This design comes from an exercise in tuning for small area, a short achievable clock period and few clock cycles on the open sky130 flow, not from production work.
Only simulation tests tie the RTL to the original design; equivalence was not proved.
Power figures rest on the tool's default switching activity, not on a simulated workload.

trial 25:
// IntegracaoModulos
module IntegracaoModulos(
	input clock,
	input reset,
	output [15:0] imem_addr,
	input  [15:0] imem_data,
	output [15:0] dmem_addr,
	output [15:0] dmem_wdata,
	output dmem_we,
	input  [15:0] dmem_rdata,
	output halted
);
	reg [15:0] PC;         
	reg [15:0] IR;         
	reg [15:0] RA, RB;     
	reg        valido;     
	reg        halted_r;
	wire [1:0] formato = IR[15:14];
	wire [4:0] op = IR[10:6];
	wire [15:0] A, B, RESU, alvo;
	wire Z, C, S, O, salto;
	wire [3:0] ZCSO;
	wire eh_alu   = (formato == 2'b10);
	wire eh_store = eh_alu && (op == 5'b01011);
	wire eh_load  = eh_alu && (op == 5'b01010);
	wire eh_jreg  = (formato == 2'b00) && (IR[13:12] == 2'b11);
	wire eh_jal   = eh_jreg && !IR[11];
	wire eh_halt  = (IR == 16'h2FFF);
	wire desvia   = valido && (formato == 2'b00) && (IR[13] ? 1'b1 : salto);
	wire [2:0] Sel_E = eh_jal ? 3'd6 : IR[13:11];
	reg  [15:0] E;
	always @(*) begin
		case (formato)
			2'b01:   E = {{5{IR[10]}}, IR[10:0]};
			2'b11:   E = {IR[7:0], IR[7:0]};
  ...
Size in the first run: roughly 84 I/O pins.
==> module Extensor, before the edit <==
module Extensor(
	input [15:0] instrucao,
	input [15:0] PC,
	input [15:0] B,
	output [15:0] alvo
);
	wire [15:0] desloc = instrucao[13] ? {{4{instrucao[11]}}, instrucao[11:0]}    
	                                   : {{8{instrucao[7]}}, instrucao[7:0]};     
	assign alvo = (instrucao[13:12] == 2'b11) ? B : PC + desloc;
endmodule
==> module IntegracaoModulos, before the edit <==
module IntegracaoModulos(
	input clock,
	input reset,
	output [15:0] imem_addr,
	input  [15:0] imem_data,
	output [15:0] dmem_addr,
	output [15:0] dmem_wdata,
	output dmem_we,
	input  [15:0] dmem_rdata,
	output halted
);
	reg [15:0] PC;         
	reg [15:0] IR;         
	reg [15:0] RA, RB;     
	reg        valido;     
	reg        halted_r;
	wire [1:0] formato = IR[15:14];
	wire [4:0] op = IR[10:6];
	wire [15:0] A, B, RESU, alvo;
	wire Z, C, S, O, salto;
	wire [3:0] ZCSO;
	wire eh_alu   = (formato == 2'b10);
	wire eh_store = eh_alu && (op == 5'b01011);
	wire eh_load  = eh_alu && (op == 5'b01010);
	wire eh_jreg  = (formato == 2'b00) && (IR[13:12] == 2'b11);
	wire eh_jal   = eh_jreg && !IR[11];
	wire eh_halt  = (IR == 16'h2FFF);
	wire desvia   = valido && (formato == 2'b00) && (IR[13] ? 1'b1 : salto);
	wire [2:0] Sel_E = eh_jal ? 3'd6 : IR[13:11];
	reg  [15:0] E;
	always @(*) begin
		case (formato)
			2'b01:   E = {{5{IR[10]}}, IR[10:0]};
			2'b11:   E = {IR[7:0], IR[7:0]};
			2'b10:   E = eh_load ? dmem_rdata : RESU;
			default: E = PC;
		endcase
	end
	wire escreve = valido && ((formato == 2'b01) || (eh_alu && !eh_store) || eh_jal);
	wire hab_lo = escreve || (valido && formato == 2'b11 && !IR[10]);
	wire hab_hi = escreve || (valido && formato == 2'b11 && IR[10]);
	wire [2:0] Sel_A = imem_data[5:3];
	wire [2:0] Sel_B = imem_data[2:0];
	Banco_Registro Banco_Registro(
		.clock(clock), .Hab_Lo(hab_lo), .Hab_Hi(hab_hi), .Sel_E(Sel_E), .E(E),
		.Sel_A(Sel_A), .Sel_B(Sel_B), .A(A), .B(B)
	);
	wire fA = (Sel_A == Sel_E), fB = (Sel_B == Sel_E);
	always @(posedge clock) begin
		if (reset) begin
			PC <= 16'd0;
			valido <= 1'b0;
			halted_r <= 1'b0;
		end else begin
			PC <= desvia ? alvo : PC + 16'd1;
			valido <= !desvia;
			if (valido && eh_halt)
				halted_r <= 1'b1;
		end
		IR <= imem_data;
		RA[7:0]  <= (fA && hab_lo) ? E[7:0]  : A[7:0];
		RA[15:8] <= (fA && hab_hi) ? E[15:8] : A[15:8];
		RB[7:0]  <= (fB && hab_lo) ? E[7:0]  : B[7:0];
		RB[15:8] <= (fB && hab_hi) ? E[15:8] : B[15:8];
	end
	assign imem_addr = PC;
	assign halted = halted_r || (valido && eh_halt);
	Extensor Extensor(.instrucao(IR), .PC(PC), .B(RB), .alvo(alvo));
	ULA ULA(.A(RA), .B(RB), .OP(op), .RESU(RESU), .O(O), .C(C), .S(S), .Z(Z));
	Registrador_Flags Registrador_Flags(
		.clock(clock), .reset(reset), .habilita(valido && eh_alu), .controleOperacao(op),
		.Z(Z), .C(C), .S(S), .O(O), .ZCSO(ZCSO)
	);
	TesteFlagsTemporario TesteFlagsTemporario(
		.RFlag_ZCSO(ZCSO), .condicao(IR[11:8]), .Ver_Fal(IR[12]), .saida(salto)
	);
	assign dmem_addr  = RA;
	assign dmem_wdata = RB;
	assign dmem_we    = valido && eh_store;
endmodule
clock: 9.0 ns
lec_check: 0
cap_margin: 20
core_margin: 2
core_utilization: 40
setup_slack_margin: 5
slew_margin: 20
run.sh (not shown) runs the stock make flow with config.mk's settings and CLKGATE_MAP_FILE= SYNTH_SCRIPT=/design/flow/synth_recipe.tcl, a recipe that flattens the netlist after the stock synthesis.
Trial 25 finished end to end and its layout was clean on timing, DRC and antenna.
Testbench counts of trial 25, summed over its fixed seeds: cycles 28,186.
Setup changes, trial 25 to build 19
--- a/flow/design.v
+++ b/flow/design.v
@@ -87,17 +87,19 @@
 		endcase
 	end
 endmodule
 module Extensor(
 	input [15:0] instrucao,
+	input desvia,              
 	input [15:0] PC,
 	input [15:0] B,
-	output [15:0] alvo
-);
-	wire [15:0] desloc = instrucao[13] ? {{4{instrucao[11]}}, instrucao[11:0]}    
+	output [15:0] proximo
+);
+	wire [15:0] desloc = !desvia ? 16'd1
+	                   : instrucao[13] ? {{4{instrucao[11]}}, instrucao[11:0]}    
 	                                   : {{8{instrucao[7]}}, instrucao[7:0]};     
-	assign alvo = (instrucao[13:12] == 2'b11) ? B : PC + desloc;
+	assign proximo = (desvia && instrucao[13:12] == 2'b11) ? B : PC + desloc;
 endmodule
 module Banco_Registro (
 	input clock,
 	input Hab_Lo,
 	input Hab_Hi,
@@ -133,22 +135,22 @@
 );
 	reg [15:0] PC;         
 	reg [15:0] IR;         
 	reg [15:0] RA, RB;     
 	reg        valido;     
-	reg        halted_r;
+	reg        halted_r;   
+	reg        escrita;    
 	wire [1:0] formato = IR[15:14];
 	wire [4:0] op = IR[10:6];
-	wire [15:0] A, B, RESU, alvo;
+	wire [15:0] A, B, RESU, proximo;
 	wire Z, C, S, O, salto;
 	wire [3:0] ZCSO;
 	wire eh_alu   = (formato == 2'b10);
 	wire eh_store = eh_alu && (op == 5'b01011);
 	wire eh_load  = eh_alu && (op == 5'b01010);
 	wire eh_jreg  = (formato == 2'b00) && (IR[13:12] == 2'b11);
 	wire eh_jal   = eh_jreg && !IR[11];
-	wire eh_halt  = (IR == 16'h2FFF);
 	wire desvia   = valido && (formato == 2'b00) && (IR[13] ? 1'b1 : salto);
 	wire [2:0] Sel_E = eh_jal ? 3'd6 : IR[13:11];
 	reg  [15:0] E;
 	always @(*) begin
 		case (formato)
@@ -171,32 +173,34 @@
 	always @(posedge clock) begin
 		if (reset) begin
 			PC <= 16'd0;
 			valido <= 1'b0;
 			halted_r <= 1'b0;
+			escrita <= 1'b0;
 		end else begin
-			PC <= desvia ? alvo : PC + 16'd1;
+			PC <= proximo;
 			valido <= !desvia;
-			if (valido && eh_halt)
+			if (!desvia && imem_data == 16'h2FFF)
 				halted_r <= 1'b1;
+			escrita <= !desvia && (imem_data[15:14] == 2'b10) && (imem_data[10:6] == 5'b01011);
 		end
 		IR <= imem_data;
 		RA[7:0]  <= (fA && hab_lo) ? E[7:0]  : A[7:0];
 		RA[15:8] <= (fA && hab_hi) ? E[15:8] : A[15:8];
 		RB[7:0]  <= (fB && hab_lo) ? E[7:0]  : B[7:0];
 		RB[15:8] <= (fB && hab_hi) ? E[15:8] : B[15:8];
 	end
 	assign imem_addr = PC;
-	assign halted = halted_r || (valido && eh_halt);
-	Extensor Extensor(.instrucao(IR), .PC(PC), .B(RB), .alvo(alvo));
+	assign halted = halted_r;
+	Extensor Extensor(.instrucao(IR), .desvia(desvia), .PC(PC), .B(RB), .proximo(proximo));
 	ULA ULA(.A(RA), .B(RB), .OP(op), .RESU(RESU), .O(O), .C(C), .S(S), .Z(Z));
 	Registrador_Flags Registrador_Flags(
 		.clock(clock), .reset(reset), .habilita(valido && eh_alu), .controleOperacao(op),
 		.Z(Z), .C(C), .S(S), .O(O), .ZCSO(ZCSO)
 	);
 	TesteFlagsTemporario TesteFlagsTemporario(
 		.RFlag_ZCSO(ZCSO), .condicao(IR[11:8]), .Ver_Fal(IR[12]), .saida(salto)
 	);
 	assign dmem_addr  = RA;
 	assign dmem_wdata = RB;
-	assign dmem_we    = valido && eh_store;
-endmodule
+	assign dmem_we    = escrita;
+endmodule
Notes after the runs:
Diff trial 25 -> build 19: total of plain and repair buffers excluding clock buffers went down; maximum number of pins on one net before global-route repair higher. Share of total power in combinational logic in build 19 is 0.4 points lower than in trial 25. Largest fanout of any net on the critical path (build 19 over trial 25): increase, 17. Per the comparison of build 19 with trial 25, iteration-0 DRC count of the detailed router rose by 53, fraction of area in registers up 1.6 points, number of global-route vias before repair saw a decrease. Looking only at switching power, and setting everything else aside, the higher value of trial 25 and build 19 goes to trial 25. Final clock period utilization by the worst path ends up higher on trial 25. From build 19 to trial 25, depth of the CTS H-tree did not move at all.
Testbench counts of build 19, summed over its fixed seeds: cycles 28,186.

## what the ideal ports hide
No port has a modelled driver above. Below, the same layouts with a new extraction and two added sets of constraints.
Step 1 assumes that a clkbuf_16 drives the clock port and a buf_2 every other input.
Step 2 also shifts input and output timing later by t, the mid clock arrival at the registers, as if the neighbouring blocks saw the same clock.
Three values: ideal ports, drivers, drivers and shift; two values: the first two.
| run | t (ns) | slack for setup (ns) | cell pins on the clock port's net |
|---|---|---|---|
| trial 25 | 0.491 | 5.117 / 5.067 / 4.979 | 1 |
| build 19 | 0.498 | 5.180 / 5.180 / 5.086 | 1 |
After both steps every run listed still meets setup and hold. The setup slack of trial 25, which loses most, moves by -0.050 ns with the drivers and by -0.138 ns with both steps.
